This design comes from an exercise in tuning for small area, a short achievable clock period and few clock cycles per item on the open sky130 flow, not from production work. RTL that was checked went through simulation tests only; none was proved equivalent to the original. The RTL of runs 1 and 2 was laid out without a check of its function.

### flow/config.mk
export PLATFORM = sky130hd
export DESIGN_NAME = V_CORDIC_Unit
export DESIGN_NICKNAME = V_CORDIC_Unit
export VERILOG_FILES = /design/flow/design.v
export SDC_FILE = /design/flow/constraint.sdc
export NUM_CORES = 4
export LEC_CHECK = 0
export CAP_MARGIN = 20
export CORE_MARGIN = 2
export CORE_UTILIZATION = 40
export SETUP_SLACK_MARGIN = 5
export SLEW_MARGIN = 20
### flow/design.v
module LUT (
    input      [4:0]  sel,
    output reg [31:0] value
);
    always @(*) begin
        case (sel)
        5'd0:  value = 32'h5A000000;
        5'd1:  value = 32'h3521E1EA;
        5'd2:  value = 32'h1C124D4A;
        5'd3:  value = 32'h0E4047A0;
        5'd4:  value = 32'h0726F57E;
        5'd5:  value = 32'h0392B95A;
        5'd6:  value = 32'h01C925CA;
        5'd7:  value = 32'h00E45A2C;
        5'd8:  value = 32'h00723A7E;
        5'd9:  value = 32'h003987BA;
        5'd10: value = 32'h001C490E;
        5'd11: value = 32'h000E4520;
        5'd12: value = 32'h000722F8;
        5'd13: value = 32'h0003CCDC;
        5'd14: value = 32'h0001CAAE;
        default: value = 32'h0;
        endcase
    end
endmodule
module V_CORDIC (
    input signed [31:0]      i_data_1,
    input signed [31:0]      i_data_2,
    input                    en,
    input                    rst,
    input                    clk,
    input         [31:0]     LUT,
    output        [31:0]     o_data_1,
    output        [31:0]     o_data_2,
    output        [31:0]     angle,
    output reg               done_flag,
    output        [4:0]      sel
);
    localparam [31:0] ANG0 = 32'h9C20A7BB;    
    reg        busy;
    reg [4:0]  cnt;           
    reg [32:0] x, y;
    reg [31:0] a;
    reg [32:0] hx, hy;
    reg        iter, mul, usehi, swp, last, minv;
    reg [3:0]  shx_a, shy_a;
    wire [4:0] cnt_n = busy ? cnt + 5'd1 : 5'd0;
    reg  [3:0] sh_n;
    reg        minv_n;
    always @(*) begin
        minv_n = 1'b0;
        case (cnt_n)
        5'd15: begin sh_n = 4'd1; minv_n = 1'b1; end
        5'd16: begin sh_n = 4'd3; end
        5'd17: begin sh_n = 4'd4; minv_n = 1'b1; end
        5'd18: begin sh_n = 4'd2; end
        5'd19: begin sh_n = 4'd2; minv_n = 1'b1; end
        5'd20: begin sh_n = 4'd3; end
        5'd21: begin sh_n = 4'd3; end
        5'd22: begin sh_n = 4'd3; minv_n = 1'b1; end
        5'd23: begin sh_n = 4'd2; end
        default: sh_n = cnt_n[3:0];
        endcase
    end
    wire neg = y[31];
    wire xs = usehi ? x[32] : x[31];
    wire ys = usehi ? y[32] : y[31];
    wire signed [32:0] shx = $signed({ys, y[31:0]}) >>> shx_a;
    wire signed [32:0] shy = $signed({xs, x[31:0]}) >>> (~shy_a);
    wire invx = (iter & neg)  | minv;
    wire invy = (iter & ~neg) | minv;
    wire cix  = iter & neg;
    wire ciy  = iter & ~neg;
    wire [32:0] ax = mul ? hx : {x[31], x[31:0]};
    wire [32:0] ay = mul ? hy : {y[31], y[31:0]};
    wire [32:0] sumx, sumy;
    cordic_add33 addx (.a(ax), .b(shx ^ {33{invx}}), .ci(cix), .s(sumx));
    cordic_add33 addy (.a(ay), .b(shy ^ {33{invy}}), .ci(ciy), .s(sumy));
    wire [31:0] suma = a + (LUT & {32{neg}});
    always @(posedge clk or posedge rst) begin
        if (rst) begin
            busy      <= 1'b0;
            cnt       <= 5'd0;
            done_flag <= 1'b0;
            iter      <= 1'b1;
            mul       <= 1'b0;
            usehi     <= 1'b0;
            swp       <= 1'b0;
            last      <= 1'b0;
            minv      <= 1'b0;
            shx_a     <= 4'd0;
            shy_a     <= 4'hF;
        end else begin
            done_flag <= busy & last;
            busy      <= busy ? ~last : en;
            cnt       <= cnt_n;
            iter      <= (cnt_n < 5'd15);
            mul       <= (cnt_n >= 5'd15);
            usehi     <= (cnt_n >= 5'd16);
            swp       <= (cnt_n >= 5'd14);
            last      <= (cnt_n == 5'd23);
            minv      <= minv_n;
            shx_a     <= sh_n;
            shy_a     <= ~sh_n;
        end
    end
    always @(posedge clk) begin
        if (!busy) begin
            x <= {i_data_1[31], i_data_1};
            y <= {i_data_2[31], i_data_2};
            a <= ANG0;
        end else begin
            x <= swp ? sumy : sumx;
            y <= swp ? sumx : sumy;
            a <= suma;
        end
        if (!mul) begin
            hx <= {sumx[31], sumx[31:0]};
            hy <= {sumy[31], sumy[31:0]};
        end
    end
    assign sel      = cnt;
    assign o_data_1 = y[32:1];
    assign o_data_2 = x[32:1];
    assign angle    = a;
endmodule
module cordic_add33(input [32:0] a, input [32:0] b, input ci, output [32:0] s);
  wire [33:0] g0, p0;
  assign g0 = {a & b, ci};
  assign p0 = {a ^ b, 1'b0};
  wire g1_1 = g0[1] | (p0[1] & g0[0]);
  wire p1_1 = p0[1] & p0[0];
  wire g1_3 = g0[3] | (p0[3] & g0[2]);
  wire p1_3 = p0[3] & p0[2];
  wire g1_5 = g0[5] | (p0[5] & g0[4]);
  wire p1_5 = p0[5] & p0[4];
  wire g1_7 = g0[7] | (p0[7] & g0[6]);
  wire p1_7 = p0[7] & p0[6];
  wire g1_9 = g0[9] | (p0[9] & g0[8]);
  wire p1_9 = p0[9] & p0[8];
  wire g1_11 = g0[11] | (p0[11] & g0[10]);
  wire p1_11 = p0[11] & p0[10];
  wire g1_13 = g0[13] | (p0[13] & g0[12]);
  wire p1_13 = p0[13] & p0[12];
  wire g1_15 = g0[15] | (p0[15] & g0[14]);
  wire p1_15 = p0[15] & p0[14];
  wire g1_17 = g0[17] | (p0[17] & g0[16]);
  wire p1_17 = p0[17] & p0[16];
  wire g1_19 = g0[19] | (p0[19] & g0[18]);
  wire p1_19 = p0[19] & p0[18];
  wire g1_21 = g0[21] | (p0[21] & g0[20]);
  wire p1_21 = p0[21] & p0[20];
  wire g1_23 = g0[23] | (p0[23] & g0[22]);
  wire p1_23 = p0[23] & p0[22];
  wire g1_25 = g0[25] | (p0[25] & g0[24]);
  wire p1_25 = p0[25] & p0[24];
  wire g1_27 = g0[27] | (p0[27] & g0[26]);
  wire p1_27 = p0[27] & p0[26];
  wire g1_29 = g0[29] | (p0[29] & g0[28]);
  wire p1_29 = p0[29] & p0[28];
  wire g1_31 = g0[31] | (p0[31] & g0[30]);
  wire p1_31 = p0[31] & p0[30];
  wire g1_33 = g0[33] | (p0[33] & g0[32]);
  wire p1_33 = p0[33] & p0[32];
  wire g2_3 = g1_3 | (p1_3 & g1_1);
  wire p2_3 = p1_3 & p1_1;
  wire g2_7 = g1_7 | (p1_7 & g1_5);
  wire p2_7 = p1_7 & p1_5;
  wire g2_11 = g1_11 | (p1_11 & g1_9);
  wire p2_11 = p1_11 & p1_9;
  wire g2_15 = g1_15 | (p1_15 & g1_13);
  wire p2_15 = p1_15 & p1_13;
  wire g2_19 = g1_19 | (p1_19 & g1_17);
  wire p2_19 = p1_19 & p1_17;
  wire g2_23 = g1_23 | (p1_23 & g1_21);
  wire p2_23 = p1_23 & p1_21;
  wire g2_27 = g1_27 | (p1_27 & g1_25);
  wire p2_27 = p1_27 & p1_25;
  wire g2_31 = g1_31 | (p1_31 & g1_29);
  wire p2_31 = p1_31 & p1_29;
  wire g3_7 = g2_7 | (p2_7 & g2_3);
  wire p3_7 = p2_7 & p2_3;
  wire g3_15 = g2_15 | (p2_15 & g2_11);
  wire p3_15 = p2_15 & p2_11;
  wire g3_23 = g2_23 | (p2_23 & g2_19);
  wire p3_23 = p2_23 & p2_19;
  wire g3_31 = g2_31 | (p2_31 & g2_27);
  wire p3_31 = p2_31 & p2_27;
  wire g4_15 = g3_15 | (p3_15 & g3_7);
  wire p4_15 = p3_15 & p3_7;
  wire g4_31 = g3_31 | (p3_31 & g3_23);
  wire p4_31 = p3_31 & p3_23;
  wire g5_31 = g4_31 | (p4_31 & g4_15);
  wire p5_31 = p4_31 & p4_15;
  wire g9_23 = g3_23 | (p3_23 & g4_15);
  wire p9_23 = p3_23 & p4_15;
  wire g10_11 = g2_11 | (p2_11 & g3_7);
  wire p10_11 = p2_11 & p3_7;
  wire g10_19 = g2_19 | (p2_19 & g4_15);
  wire p10_19 = p2_19 & p4_15;
  wire g10_27 = g2_27 | (p2_27 & g9_23);
  wire p10_27 = p2_27 & p9_23;
  wire g11_5 = g1_5 | (p1_5 & g2_3);
  wire p11_5 = p1_5 & p2_3;
  wire g11_9 = g1_9 | (p1_9 & g3_7);
  wire p11_9 = p1_9 & p3_7;
  wire g11_13 = g1_13 | (p1_13 & g10_11);
  wire p11_13 = p1_13 & p10_11;
  wire g11_17 = g1_17 | (p1_17 & g4_15);
  wire p11_17 = p1_17 & p4_15;
  wire g11_21 = g1_21 | (p1_21 & g10_19);
  wire p11_21 = p1_21 & p10_19;
  wire g11_25 = g1_25 | (p1_25 & g9_23);
  wire p11_25 = p1_25 & p9_23;
  wire g11_29 = g1_29 | (p1_29 & g10_27);
  wire p11_29 = p1_29 & p10_27;
  wire g11_33 = g1_33 | (p1_33 & g5_31);
  wire p11_33 = p1_33 & p5_31;
  wire g12_2 = g0[2] | (p0[2] & g1_1);
  wire p12_2 = p0[2] & p1_1;
  wire g12_4 = g0[4] | (p0[4] & g2_3);
  wire p12_4 = p0[4] & p2_3;
  wire g12_6 = g0[6] | (p0[6] & g11_5);
  wire p12_6 = p0[6] & p11_5;
  wire g12_8 = g0[8] | (p0[8] & g3_7);
  wire p12_8 = p0[8] & p3_7;
  wire g12_10 = g0[10] | (p0[10] & g11_9);
  wire p12_10 = p0[10] & p11_9;
  wire g12_12 = g0[12] | (p0[12] & g10_11);
  wire p12_12 = p0[12] & p10_11;
  wire g12_14 = g0[14] | (p0[14] & g11_13);
  wire p12_14 = p0[14] & p11_13;
  wire g12_16 = g0[16] | (p0[16] & g4_15);
  wire p12_16 = p0[16] & p4_15;
  wire g12_18 = g0[18] | (p0[18] & g11_17);
  wire p12_18 = p0[18] & p11_17;
  wire g12_20 = g0[20] | (p0[20] & g10_19);
  wire p12_20 = p0[20] & p10_19;
  wire g12_22 = g0[22] | (p0[22] & g11_21);
  wire p12_22 = p0[22] & p11_21;
  wire g12_24 = g0[24] | (p0[24] & g9_23);
  wire p12_24 = p0[24] & p9_23;
  wire g12_26 = g0[26] | (p0[26] & g11_25);
  wire p12_26 = p0[26] & p11_25;
  wire g12_28 = g0[28] | (p0[28] & g10_27);
  wire p12_28 = p0[28] & p10_27;
  wire g12_30 = g0[30] | (p0[30] & g11_29);
  wire p12_30 = p0[30] & p11_29;
  wire g12_32 = g0[32] | (p0[32] & g5_31);
  wire p12_32 = p0[32] & p5_31;
  wire [32:0] c = {g12_32, g5_31, g12_30, g11_29, g12_28, g10_27, g12_26, g11_25, g12_24, g9_23, g12_22, g11_21, g12_20, g10_19, g12_18, g11_17, g12_16, g4_15, g12_14, g11_13, g12_12, g10_11, g12_10, g11_9, g12_8, g3_7, g12_6, g11_5, g12_4, g2_3, g12_2, g1_1, g0[0]};
  assign s = p0[33:1] ^ c;
endmodule
module V_CORDIC_Unit (
    input signed [31:0]      i_data_1, 
    input signed [31:0]      i_data_2,
    input                    en,
    input                    rst,
    input                    clk,
    output signed [31:0]     o_data_1,
    output signed [31:0]     o_data_2,
    output signed [31:0]     angle,
    output                   done_flag
);
    wire [31:0] LUT;
    wire [4:0]  sel;    
    V_CORDIC veccor (
        .i_data_1(i_data_1),
        .i_data_2(i_data_2),
        .en(en),
        .rst(rst),
        .clk(clk),
        .LUT(LUT),
        .o_data_1(o_data_1),
        .o_data_2(o_data_2),
        .angle(angle),
        .done_flag(done_flag),
        .sel(sel)
    );
    LUT lut (
        .sel(sel),
        .value(LUT)
    );
endmodule
### flow/constraint.sdc
create_clock -name core_clock -period 10.0 [get_ports {clk}]
set_input_delay 2.0000 -clock core_clock [delete_from_list [all_inputs] [get_ports {clk}]]
set_output_delay 2.0000 -clock core_clock [all_outputs]
set_load 0.01 [all_outputs]
### flow/run.sh
#!/bin/bash
# synth_recipe.tcl (not shown) runs the flow's synth.tcl, then flattens the netlist and writes it again
# the make line also repeats each setting of config.mk as NAME=value (left out here)
make -C /OpenROAD-flow-scripts/flow DESIGN_CONFIG=/design/flow/config.mk WORK_HOME=/design/flow/orfs CLKGATE_MAP_FILE= SYNTH_SCRIPT=/design/flow/synth_recipe.tcl finish
==> results of run 1 <==
==> registers in the layout, summed over array words and instances (netlist names), 4 cells and up <==
register      cells
veccor.a         31
veccor.hx        32
veccor.x         33
veccor.y         33
veccor.hy        32
veccor.shy_a      4
veccor.cnt        5
veccor.shx_a      4
==> synth_stat cells (all sizes together), types with 7 or more instances <==
library cell | n | area, um2
nor3 | 11 | 55.1
xor2 | 51 | 447
and3 | 9 | 58.8
nor2 | 110 | 420
xnor2 | 69 | 604
o21ai | 98 | 498
and2 | 12 | 76.3
nand3 | 20 | 100
a21oi | 130 | 658
dfxtp | 97 | 1940
buf | 101 | 668
nor2b | 7 | 43.8
a21o | 29 | 218
mux2i | 169 | 1690
ha | 99 | 1240
dfrtp | 16 | 400
o21a | 8 | 60.1
o211ai | 11 | 87.6
nand2 | 153 | 574
clkbuf | 59 | 235
a31oi | 18 | 128
mux4 | 38 | 856
fa | 35 | 701
nand4 | 11 | 68.8
mux2 | 83 | 942
inv | 73 | 274
edfxtp | 64 | 1920
a211oi | 14 | 105
nand2b | 16 | 100
==> what timing repair did <==
action	in CTS	in global routing
pin swaps	2	32
cloned	1	1
endpoints found under the setup margin	57	48
setup buffers	10	29
gates resized for setup	19	65
==> worst min-delay path by stage <==
stage	startpoint	endpoint	slack, ps	depth (start not counted)
final	veccor.last	veccor.busy	450	1
after detailed placement	veccor.last	veccor.busy	450	1
after CTS	veccor.last	veccor.busy	460	1
after global routing	veccor.last	veccor.busy	500	1
after global placement	veccor.last	veccor.busy	450	1
after floorplan	veccor.last	veccor.busy	420	1
==> per-layer routing <==
layer  vias to the layer above  share of wire [%]  wire (um)
li1                       6083                  -          -
met1                      6120                 45      20300
met2                       362                 48      21800
met3                        60                5.1       2320
met4                         2                2.3       1040
met5                         -              0.026         12
==> final cells by class <==
type / instances / share of cell area [%]
multi-input combinational: 1257 / 56.4
sequential: 182 / 23.8
timing repair buffer: 214 / 11.6
tap: 518 / 3.49
clock buffer: 19 / 2.33
inverter: 74 / 1.52
clock inverter: 13 / 0.781
==> logic make-up after synthesis <==
group | count (synthesis)
compound gates | 352
xor+xnor | 120
fa+ha+maj | 134
buf+inv | 235
flops | 182
mux | 290
other cells | 1
simple gates | 360
==> worst max-delay path, delay by kind of cell (launching register included) <==
kind | cells | cell delay (ps)
simple gates | 2 | 250
fa+ha+maj | 2 | 850
compound gates | 5 | 1470
xor+xnor | 1 | 190
buf+inv | 1 | 170
flops | 1 | 660
mux | 5 | 1180
==> metrics by stage <==
step / area [um2] / std cells / util [%]
6_report: 18600 / 2277 / 47.9
5_1_grt: 18600 / 2277 / 47.9
4_1_cts: 18100 / 2247 / 46.5
3_5_place_dp: 17300 / 2204 / 44.5
3_3_place_gp: 17300 / 2204 / 44.5
2_1_floorplan: 15800 / 1674 / -
==> results.cfg, run 1 <==
[setup_path]
cp_slowest_cell = dfstp_4
crit_chain = buf_4, mux4_2, mux2i_2, mux2i_1, xnor2_1, ha_1, a21oi_1, nor3_1, a2111oi_2, o21ai_4, a21oi_4, nor2_1, a41oi_2, fa_1, mux2i_1, mux2_2
rr_startpoint = veccor.shy_a[0]
cp.required_ps = 10410
crit_path_end_kind = flop
r2r_setup_slack_ps = 5160
critPathCapture = veccor.x[29]
crit_start = veccor.shy_a[0]
cp-start-kind = flop
cp.arrival_ps = 5250
worstReg2RegEnd = veccor.x[29]
reg2reg_depth = 16
crit_top_cell = mux2i_1
path_max_fanout = 6
slowest_delay_ps = 660
crit_type = flop to flop

[worst_hold_path]
hold_path.class = flop to flop

[timing]
fmax_mhz = 207
min_period_ps = 4840
worstMarginPinSlew_ps = 944
tns_ps = 0
hold_slack_ps = 448
rsz0062_at_grt = yes
maxSlewHeadroom_pct = 37.1
hold_violations = 0
setup_viol = 0
post-route-period-util_pct = 48.4
fin_skew_ps = 12.3
slew_viol_final = 0
setup_slack_ps = 5160

[route]
route.detailed.drc = 0
vias = 12600
first_pass_iters = 5
wl_per_cell_um = 20.0
postRouteAntennaNets = 0
vias_per_cell = 5.55
wirelength_um = 45500
drtIter0Drc = 992

[cts]
clock-sinks = 182
postCtsHoldBufs = 0
htree_levels = 4
numCtsBuffers = 17
clk_latency_ps = 460
cts_tree = built
clk_pin_slew_ps = 70
clock_path_buffers = 2
cts_root_buffer = clkbuf_16

[final_layout]
area_growth_pct = 17.5
regArea_um2 = 4430
n_antenna_cell = 0
final_cell_mix = clkdlybuf4s50_1 (162), mux2i_1 (158), nand2_1 (150)
mostFrequentLayoutCell = clkdlybuf4s50_1
multi_input_area_um2 = 10500
fin_nets = 1947
drive_gt1_share_pct = 16.1
fillCellCount = 3676

[status]
outcome = complete, no violations

[synthesis]
synthSimpleGateAreaFrac_pct = 9.98
synth_top_family_by_area = multiplexers
synthesis.area_um2 = 15800
syn_nets = 1875
synth-xor-area-share_pct = 6.64
synth_ff_type = dfxtp_1
syn_avg_cell_area_um2 = 9.45
yosysSeqAreaShare_pct = 27.8
yosys_register_bits = 182
synth_mux_area_share_pct = 22.1
synth-edff-count = 64
async_flop_share_pct = 11.5
synth-compound-area-share_pct = 13.7
ys_types = 80
synthAdderAreaFrac_pct = 12.3
yosysWarnings = 2
synth_cells = 1674

[grt]
grt.busiest_layer = met2
grt_start_max_net_pins = 54
grtUsageMet2_pct = 37.0
first_global_vias = 12600
grt_pass1_wl_um = 70500
use_met3_pct = 3.68
met1_usage_pct = 28.7
overflow = 0
antenna_found_initial = 1
grt_usage_pct = 21.9

[floorplan]
rows = 72
io_pins = 164
die_area_um2 = 41200
core_area_um2 = 38800
die_h_um = 203
die-width_um = 203
initial_core_util_pct = 40.7

[placement]
pre_cts_slack_ps = 4230
io_buffers = 162
dpl.hpwl_um = 34400
routabilityCongestion = 0.901

[job]
drv_cap = 0
==> run 2: changes to the inputs <==
--- a/flow/design.v
+++ b/flow/design.v
@@ -43,8 +43,10 @@
     reg [31:0] a;
     reg [32:0] hx, hy;
     reg        iter, mul, usehi, swp, last, minv;
+    reg        invx, invy, cix, ciy;
     reg [3:0]  shx_a, shy_a;
     wire [4:0] cnt_n = busy ? cnt + 5'd1 : 5'd0;
+    wire       iter_n = (cnt_n < 5'd15);
     reg  [3:0] sh_n;
     reg        minv_n;
     always @(*) begin
@@ -67,53 +69,41 @@
     wire ys = usehi ? y[32] : y[31];
     wire signed [32:0] shx = $signed({ys, y[31:0]}) >>> shx_a;
     wire signed [32:0] shy = $signed({xs, x[31:0]}) >>> (~shy_a);
-    wire invx = (iter & neg)  | minv;
-    wire invy = (iter & ~neg) | minv;
-    wire cix  = iter & neg;
-    wire ciy  = iter & ~neg;
     wire [32:0] ax = mul ? hx : {x[31], x[31:0]};
     wire [32:0] ay = mul ? hy : {y[31], y[31:0]};
     wire [32:0] sumx, sumy;
     cordic_add33 addx (.a(ax), .b(shx ^ {33{invx}}), .ci(cix), .s(sumx));
     cordic_add33 addy (.a(ay), .b(shy ^ {33{invy}}), .ci(ciy), .s(sumy));
     wire [31:0] suma = a + (LUT & {32{neg}});
+    wire [32:0] x_n = !busy ? {i_data_1[31], i_data_1} : (swp ? sumy : sumx);
+    wire [32:0] y_n = !busy ? {i_data_2[31], i_data_2} : (swp ? sumx : sumy);
     always @(posedge clk or posedge rst) begin
         if (rst) begin
             busy      <= 1'b0;
             cnt       <= 5'd0;
             done_flag <= 1'b0;
-            iter      <= 1'b1;
-            mul       <= 1'b0;
-            usehi     <= 1'b0;
-            swp       <= 1'b0;
-            last      <= 1'b0;
-            minv      <= 1'b0;
-            shx_a     <= 4'd0;
-            shy_a     <= 4'hF;
         end else begin
             done_flag <= busy & last;
             busy      <= busy ? ~last : en;
             cnt       <= cnt_n;
-            iter      <= (cnt_n < 5'd15);
-            mul       <= (cnt_n >= 5'd15);
-            usehi     <= (cnt_n >= 5'd16);
-            swp       <= (cnt_n >= 5'd14);
-            last      <= (cnt_n == 5'd23);
-            minv      <= minv_n;
-            shx_a     <= sh_n;
-            shy_a     <= ~sh_n;
         end
     end
     always @(posedge clk) begin
-        if (!busy) begin
-            x <= {i_data_1[31], i_data_1};
-            y <= {i_data_2[31], i_data_2};
-            a <= ANG0;
-        end else begin
-            x <= swp ? sumy : sumx;
-            y <= swp ? sumx : sumy;
-            a <= suma;
-        end
+        iter  <= iter_n;
+        mul   <= (cnt_n >= 5'd15);
+        usehi <= (cnt_n >= 5'd16);
+        swp   <= (cnt_n >= 5'd14);
+        last  <= (cnt_n == 5'd23);
+        minv  <= minv_n;
+        shx_a <= sh_n;
+        shy_a <= ~sh_n;
+        invx  <= iter_n ? y_n[31]  : minv_n;
+        invy  <= iter_n ? ~y_n[31] : minv_n;
+        cix   <= iter_n & y_n[31];
+        ciy   <= iter_n & ~y_n[31];
+        x     <= x_n;
+        y     <= y_n;
+        a     <= busy ? suma : ANG0;
         if (!mul) begin
             hx <= {sumx[31], sumx[31:0]};
             hy <= {sumy[31], sumy[31:0]};
==> run 2 against run 1 <==
Effect of this change: global-route usage up 1.6 points; via count up 2.6%; still clean; utilization up 0.11 points; critical path type unchanged; critical path depth up 3; routed wire length up 5.3%; first-iteration DRC count down 10%; sequential cell count up 2.
==> results.cfg, run 2 <==
[final_layout]
n_antenna_cell = 0
reg.largest.list = veccor.x x33, veccor.y x33
area_growth_pct = 18.6
drive_gt1_share_pct = 14.8
fin_util_pct = 48.0
fin_nets = 2011
final_cell_mix = nand2_1 (172), clkdlybuf4s50_1 (162), mux2i_1 (130), nor2_1 (130), a21oi_1 (129)
mostFrequentLayoutCell = nand2_1

[worst_hold_path]
holdPathStages = 1
whs_endpoint = veccor.busy
hold_start = veccor.last
hold_path.class = flop to flop

[timing]
post-route-period-util_pct = 50.8
setup_viol = 0
fin_skew_ps = 12.7
rsz0062_at_grt = yes
maxSlewHeadroom_pct = 31.9
slew_viol_final = 0
min_period_ps = 5080
setup_slack_ps = 4920
hold_violations = 0
worstMarginPinSlew_ps = 1020
fmax_mhz = 197
tns_ps = 0

[placement]
io_buffers = 162
dpl.hpwl_um = 34800
pre_cts_slack_ps = 3690
routabilityCongestion = 0.906

[status]
outcome = complete, no violations

[synthesis]
synth_top_cell_area_share_pct = 14.5
syn_avg_cell_area_um2 = 9.02
synthAdderAreaFrac_pct = 12.4
synthesis.area_um2 = 15600
yosysMostFrequentCell = nand2_1
yosysSeqAreaShare_pct = 27.9
synth-compound-area-share_pct = 14.8
async_flop_share_pct = 3.80
synth_cells = 1734
yosysWarnings = 2
yosysTopAreaCell = dfxtp_1
synth_mux_area_share_pct = 19.0
synth_top_family_by_area = multiplexers
synthSimpleGateAreaFrac_pct = 11.5
yosys_register_bits = 184
syn_nets = 1935
synthTopCellsByArea = dfxtp_1 (14%), edfxtp_1 (12%), mux2i_1 (8.6%)
synth-xor-area-share_pct = 6.72
synth_ff_type = dfxtp_1
ys_types = 69
synth-edff-count = 64
ys_top_cells_by_count = nand2_1 (172), mux2i_1 (134), nor2_1 (132)

[floorplan]
core_area_um2 = 38600
rows = 72
die_area_um2 = 40700
io_pins = 164
die-width_um = 202
initial_core_util_pct = 40.5
die_h_um = 202

[setup_path]
cp-start-kind = flop
worstReg2RegEnd = veccor.invx
cp.arrival_ps = 5420
r2r_setup_slack_ps = 4920
crit_path_end_kind = flop
cp.required_ps = 10340
crit_type = flop to flop
path_max_fanout = 5
crit_start = veccor.shy_a[0]
reg2reg_depth = 19
rr_startpoint = veccor.shy_a[0]

[route]
first_pass_iters = 5
vias_per_cell = 5.54
wirelength_um = 47900
route.detailed.drc = 0
drtIter0Drc = 888
postRouteAntennaNets = 0
vias = 13000
wl_per_cell_um = 20.5

[grt]
grt_pass1_wl_um = 74100
overflow = 0
grt_usage_pct = 23.5
first_global_vias = 12900
antenna_found_initial = 0
grt_start_max_net_pins = 65

[cts]
htree_levels = 4
clk_pin_slew_ps = 70
clk_latency_ps = 460
clock_path_buffers = 2
clock-sinks = 184
postCtsHoldBufs = 0
cts_root_buffer = clkbuf_16
numCtsBuffers = 17
cts_tree = built

[job]
drv_cap = 0
-- run 2: cell families after synthesis --
| family | count (synthesis) |
|---|---|
| mux | 252 |
| fa+ha+maj | 134 |
| compound gates | 383 |
| flops | 184 |
| buf+inv | 247 |
| other cells | 1 |
| simple gates | 413 |
| xor+xnor | 120 |
-- run 2: what timing repair did --
action                     in CTS  in global routing
pin swaps                      28                 12
buffers inserted               36                  7
gates cloned                    4                  0
setup endpoints to repair      89                 24
resized for setup              67                 23
-- run 2: critical path: stages (launching register included) --
cell and delay (ps):
dfxtp_4 410, buf_12 140, mux4_2 570, mux2_4 320, o21ai_4 180, xnor2_2 120
ha_1 350, a211oi_2 100, o21ai_2 190, nand4_1 200, o21a_2 280, o31a_4 310
nor3_4 220, o41ai_4 100, o21a_1 220, fa_2 560, mux2i_1 70, mux2_4 300
nor2b_4 130, nand2b_1 170
-- run 2: how the worst max path moves through the flow --
stage                              end  slack (ps)  depth (start not counted)
after floorplan            veccor.invx        5120                         20
after global placement     veccor.invx        3780                         20
after detailed placement   veccor.invx        3690                         17
after CTS                 veccor.y[32]        4910                         21
after global routing      veccor.y[32]        4680                         21
final                      veccor.invx        4920                         19
-- run 2: layout make-up --
type,instances,area [um2]
timing repair inverter,1,7.51
multi-input combinational,1303,10400
tap,518,648
clock inverter,10,105
inverter,85,334
fill,3670,20100
sequential,184,4390
timing repair buffer,218,2210
clock buffer,22,485
-- run 2: through the flow --
step                      instances  hold slack (ps)  cell area [um2]
final                          2341              453            18500
after detailed placement       2262              472            17100
after global routing           2341              499            18500
after floorplan                1734              400            15600
after CTS                      2334              482            18400
after global placement         2262              459            17100
-- run 2: per-layer routing --
metal  GRT usage, %  part of all wire, %
met1           30.7                   45
met2           39.3                   47
met3           4.65                  5.1
met4           7.06                  2.4
met5              0                    0
==> run 3: changes to the inputs <==
==> flow/design.v (replaced) <==
module LUT (
    input      [3:0]  sel,
    output reg [31:0] value
);
    always @(*) begin
        case (sel)
        4'd0:  value = 32'h5A000000;
        4'd1:  value = 32'h3521E1EA;
        4'd2:  value = 32'h1C124D4A;
        4'd3:  value = 32'h0E4047A0;
        4'd4:  value = 32'h0726F57E;
        4'd5:  value = 32'h0392B95A;
        4'd6:  value = 32'h01C925CA;
        4'd7:  value = 32'h00E45A2C;
        4'd8:  value = 32'h00723A7E;
        4'd9:  value = 32'h003987BA;
        4'd10: value = 32'h001C490E;
        4'd11: value = 32'h000E4520;
        4'd12: value = 32'h000722F8;
        4'd13: value = 32'h0003CCDC;
        4'd14: value = 32'h0001CAAE;
        default: value = 32'h0;
        endcase
    end
endmodule
module V_CORDIC (
    input  signed [31:0] i_data_1,
    input  signed [31:0] i_data_2,
    input                en,
    input                rst,
    input                clk,
    input         [31:0] LUT,
    output        [31:0] o_data_1,
    output        [31:0] o_data_2,
    output        [31:0] angle,
    output reg           done_flag,
    output        [3:0]  sel
);
    localparam [31:0] ANG0 = 32'h9C20A7BB;    
    reg        busy;
    reg [4:0]  cnt;           
    reg [31:0] x, y, a;
    reg [32:0] t1, t2;
    wire iter = (cnt < 5'd15);
    wire last = (cnt == 5'd23);
    reg [3:0] msh;
    reg       minv;
    always @(*) begin
        case (cnt)
        5'd15: begin msh = 4'd1; minv = 1'b1; end
        5'd16: begin msh = 4'd3; minv = 1'b0; end
        5'd17: begin msh = 4'd4; minv = 1'b1; end
        5'd18: begin msh = 4'd2; minv = 1'b0; end
        5'd19: begin msh = 4'd2; minv = 1'b1; end
        5'd20: begin msh = 4'd3; minv = 1'b0; end
        5'd21: begin msh = 4'd3; minv = 1'b0; end
        5'd22: begin msh = 4'd3; minv = 1'b1; end
        5'd23: begin msh = 4'd2; minv = 1'b0; end
        default: begin msh = 4'd0; minv = 1'b0; end
        endcase
    end
    wire [3:0] sh  = iter ? cnt[3:0] : msh;
    wire       neg = y[31];
    wire signed [32:0] srcx = iter ? {y[31], y} : t1;
    wire signed [32:0] srcy = iter ? {x[31], x} : t2;
    wire        [32:0] shx  = srcx >>> sh;
    wire        [32:0] shy  = srcy >>> sh;
    wire invx = iter ? neg  : minv;
    wire invy = iter ? ~neg : minv;
    wire cix  = iter & neg;
    wire ciy  = iter & ~neg;
    wire [32:0] sumx = {x[31], x} + (shx ^ {33{invx}}) + {32'd0, cix};
    wire [32:0] sumy = {y[31], y} + (shy ^ {33{invy}}) + {32'd0, ciy};
    wire [31:0] suma = a + (LUT & {32{neg}});
    always @(posedge clk or posedge rst) begin
        if (rst) begin
            busy      <= 1'b0;
            cnt       <= 5'd0;
            done_flag <= 1'b0;
        end else begin
            done_flag <= busy & last;
            if (busy) begin
                cnt  <= cnt + 5'd1;
                busy <= ~last;
            end else begin
                cnt  <= 5'd0;
                busy <= en;
            end
        end
    end
    always @(posedge clk) begin
        if (!busy) begin
            x <= i_data_1;
            y <= i_data_2;
            a <= ANG0;
        end else if (iter) begin
            x <= sumx[31:0];
            y <= sumy[31:0];
            a <= suma;
        end
        if (busy) begin
            t1 <= {iter ? sumx[31] : sumx[32], sumx[31:0]};
            t2 <= {iter ? sumy[31] : sumy[32], sumy[31:0]};
        end
    end
    assign sel      = cnt[3:0];
    assign o_data_1 = t1[32:1];
    assign o_data_2 = t2[32:1];
    assign angle    = a;
endmodule
module V_CORDIC_Unit (
    input signed [31:0]      i_data_1, 
    input signed [31:0]      i_data_2,
    input                    en,
    input                    rst,
    input                    clk,
    output signed [31:0]     o_data_1,
    output signed [31:0]     o_data_2,
    output signed [31:0]     angle,
    output                   done_flag
);
    wire [31:0] LUT;
    wire [3:0]  sel;    
    V_CORDIC veccor (
        .i_data_1(i_data_1),
        .i_data_2(i_data_2),
        .en(en),
        .rst(rst),
        .clk(clk),
        .LUT(LUT),
        .o_data_1(o_data_1),
        .o_data_2(o_data_2),
        .angle(angle),
        .done_flag(done_flag),
        .sel(sel)
    );
    LUT lut (
        .sel(sel),
        .value(LUT)
    );
endmodule
--- a/flow/config.mk
+++ b/flow/config.mk
@@ -8,5 +8,4 @@
 export CAP_MARGIN = 20
 export CORE_MARGIN = 2
 export CORE_UTILIZATION = 40
-export SETUP_SLACK_MARGIN = 5
 export SLEW_MARGIN = 20
==> run 3 against run 2 <==
Effect of this change: sequential share of layout area is 1.2 points higher; hold slack improved by 29 ps; first-iteration DRC count increased by 27%; die area is 7.7% higher; routed wire length increased by 8.0%; highest routed layer unchanged; critical path type unchanged; still clean on timing, DRC and antenna.
==> results.cfg, run 3 <==
[timing]
hold_violations = 0
worstMarginPinSlew_ps = 1060
rsz0062_at_grt = no
maxSlewHeadroom_pct = 28.9
fmax_mhz = 128
slew_viol_final = 0
tns_ps = 0
post-route-period-util_pct = 78.2
min_period_ps = 7820
fin_skew_ps = 12.6
hold_slack_ps = 482
setup_viol = 0

[floorplan]
die_area_um2 = 43800
rows = 75
die-width_um = 209
core_area_um2 = 41800
io_pins = 164
die_h_um = 209
initial_core_util_pct = 40.4

[synthesis]
ys_top_cells_by_count = mux2i_1 (284), edfxtp_1 (130), mux2_2 (123)
synthTopCellsByArea = edfxtp_1 (23%), mux2i_1 (17%), mux2_2 (8.2%)
synth_cells = 1736
yosys_register_bits = 168
async_flop_share_pct = 4.17
synthesis.area_um2 = 16900
yosysWarnings = 2
ys_types = 88
yosysTopAreaCell = edfxtp_1
syn_nets = 1909
yosysSeqAreaShare_pct = 27.9
syn_avg_cell_area_um2 = 9.72
synth_top_cell_area_share_pct = 23.1
synth-edff-count = 130
yosysMostFrequentCell = mux2i_1
synth_ff_type = edfxtp_1

[setup_path]
critPathCapture = veccor.y[25]
reg2reg_depth = 22
crit_start = veccor.cnt[0]
r2r_setup_slack_ps = 2180
worstReg2RegEnd = veccor.y[25]
crit_path_end_kind = flop
cp.required_ps = 10350
path_max_fanout = 47
cp-start-kind = flop
rr_startpoint = veccor.cnt[0]
crit_type = flop to flop
cp.arrival_ps = 8170

[cts]
numCtsBuffers = 17
clk_latency_ps = 490
clock-sinks = 168
htree_levels = 4
post_cts_resized = 0
cts_root_buffer = clkbuf_16
postCtsHoldBufs = 0
cts_setup_buffers = 0
cts_tree = built
clock_path_buffers = 2
clk_pin_slew_ps = 70

[final_layout]
reg.largest.list = veccor.t1 x33, veccor.t2 x33
area_growth_pct = 12.2
n_antenna_cell = 0
drive_gt1_share_pct = 11.5
mostFrequentLayoutCell = mux2i_1
fin_nets = 1951
final_cell_mix = mux2i_1 (284), clkdlybuf4s50_1 (162), edfxtp_1 (130)

[worst_hold_path]
hold_path.class = flop to flop

[route]
postRouteAntennaNets = 0
drtIter0Drc = 1127
route.detailed.drc = 0
first_pass_iters = 5
drt-met1-wl_um = 23500
wirelength_um = 51700
wl_per_cell_um = 22.2
met3_length_um = 2510
vias_per_cell = 5.75
top_layer_used = met4
vias = 13400
route.met2.wl_um = 24200

[status]
outcome = complete, no violations

[placement]
dpl.hpwl_um = 40100
io_buffers = 162
routabilityCongestion = 0.948

[grt]
overflow = 0
grt_start_max_net_pins = 68
antenna_found_initial = 0
grt_pass1_wl_um = 78700
grt_usage_pct = 23.6
first_global_vias = 13300

[job]
drv_cap = 0
-- run 3: cell count changes in the layout (fill, tap and decap cells not counted), sizes merged, moves of 50 or more --
cell	before	now
dfxtp	113	31
mux2i	134	284
nand2	172	118
edfxtp	64	130
xnor2	61	114
nor2	132	82
-- run 3: routing by layer --
| metal | track usage (%) | vias to the layer above |
|---|---|---|
| met5 | 0 | - |
| met4 | 9.33 | 0 |
| met3 | 4.49 | 75 |
| met2 | 38.3 | 352 |
| met1 | 31.0 | 6527 |
| li1 | - | 6448 |
-- run 3: critical path, cell delays in order (launching register included) --
cell and delay, ps:
dfrtp_1 660, clkinv_1 450, ha_1 420, nor2b_1 160
o21ai_1 240, o21a_4 720, buf_12 360, buf_4 240
mux2i_1 110, mux2_2 290, mux2i_1 210, mux2i_1 120
mux2i_1 340, xnor2_1 120, ha_1 390, o21ai_0 150
nor3_1 200, a21boi_0 840, nor2_1 300, o21a_1 350
o21a_1 210, o311ai_0 520, mux2_2 270
-- run 3: final cells by class --
type / count / area [um2]
Inverter: 43 / 161
Multi-Input combinational cell: 1365 / 11000
Clock inverter: 12 / 126
Clock buffer: 20 / 447
Timing Repair Buffer: 183 / 1790
Tap cell: 539 / 674
Fill cell: 3970 / 22800
Sequential cell: 168 / 4700
-- run 3: worst min path at each step --
stage | startpoint | to | slack [ps] | cells past startpoint
floorplan | veccor.a[6] | veccor.a[6] | 490 | 2
global placement | veccor.a[23] | veccor.a[23] | 470 | 2
detailed placement | veccor.a[22] | veccor.a[22] | 470 | 2
CTS | veccor.a[23] | veccor.a[23] | 480 | 2
global route | veccor.a[22] | veccor.a[22] | 500 | 2
finish | veccor.a[22] | veccor.a[22] | 480 | 2
-- run 3: cells by family (layout without fill, tap and decap cells) --
kind of cell	after synthesis	after routing	share of synthesized area, %
AO/OA/AOI/OAI	367	367	14.6
XOR/XNOR	149	149	7.74
adder cells (fa/ha/maj)	106	106	8.09
buffers and inverters	203	258	6.99
flip-flops	168	168	27.9
multiplexers	409	409	25.3
other	1	1	0.0222
AND/OR/NAND/NOR	333	333	9.38
-- run 3: per-stage QoR --
stage	cell area, um2	setup WS [ps]	instances	utilization (%)
after global placement	18400	2400	2298	44.0
after CTS	18900	2350	2330	45.3
final	18900	2180	2330	45.3
after global routing	18900	1800	2330	45.3
after detailed placement	18400	2370	2298	44.0
after floorplan	16900	4310	1736	-
Testbench counts of run 3, summed over its fixed seeds: cycles 12,808, items 512.

## port drivers added, routing unchanged
The flow's constraints put no driver on any port. The routed layouts listed below were extracted and timed again, unchanged, in two steps.
Step 1 sets driving cells, clkbuf_16 on the clock port and buf_2 on the other inputs (assumed; they add their load-dependent delay and slew).
Step 2 adds t to the input delays and takes it off the output delays; t is the mean of the earliest and latest rising clock arrival at the registers after step 1. Input paths then give back, and output paths get back, about the clock's delay inside the block.
Slacks: no drivers / after step 1 / after step 2; pairs: no drivers / after step 1.
run	t (ns)	slack for setup (ns)	hold WS [ns]	worst setup path after step 2	pins driven straight from the clock port
run 1	0.509	5.161 / 5.161 / 5.161	0.448 / 0.448 / 0.448	register to register	1
run 2	0.508	4.922 / 4.922 / 4.922	0.453 / 0.453 / 0.453	register to register	1
run 3	0.538	2.180 / 2.180 / 2.180	0.482 / 0.482 / 0.482	register to register	1
After both steps setup and hold are still met in every run listed.
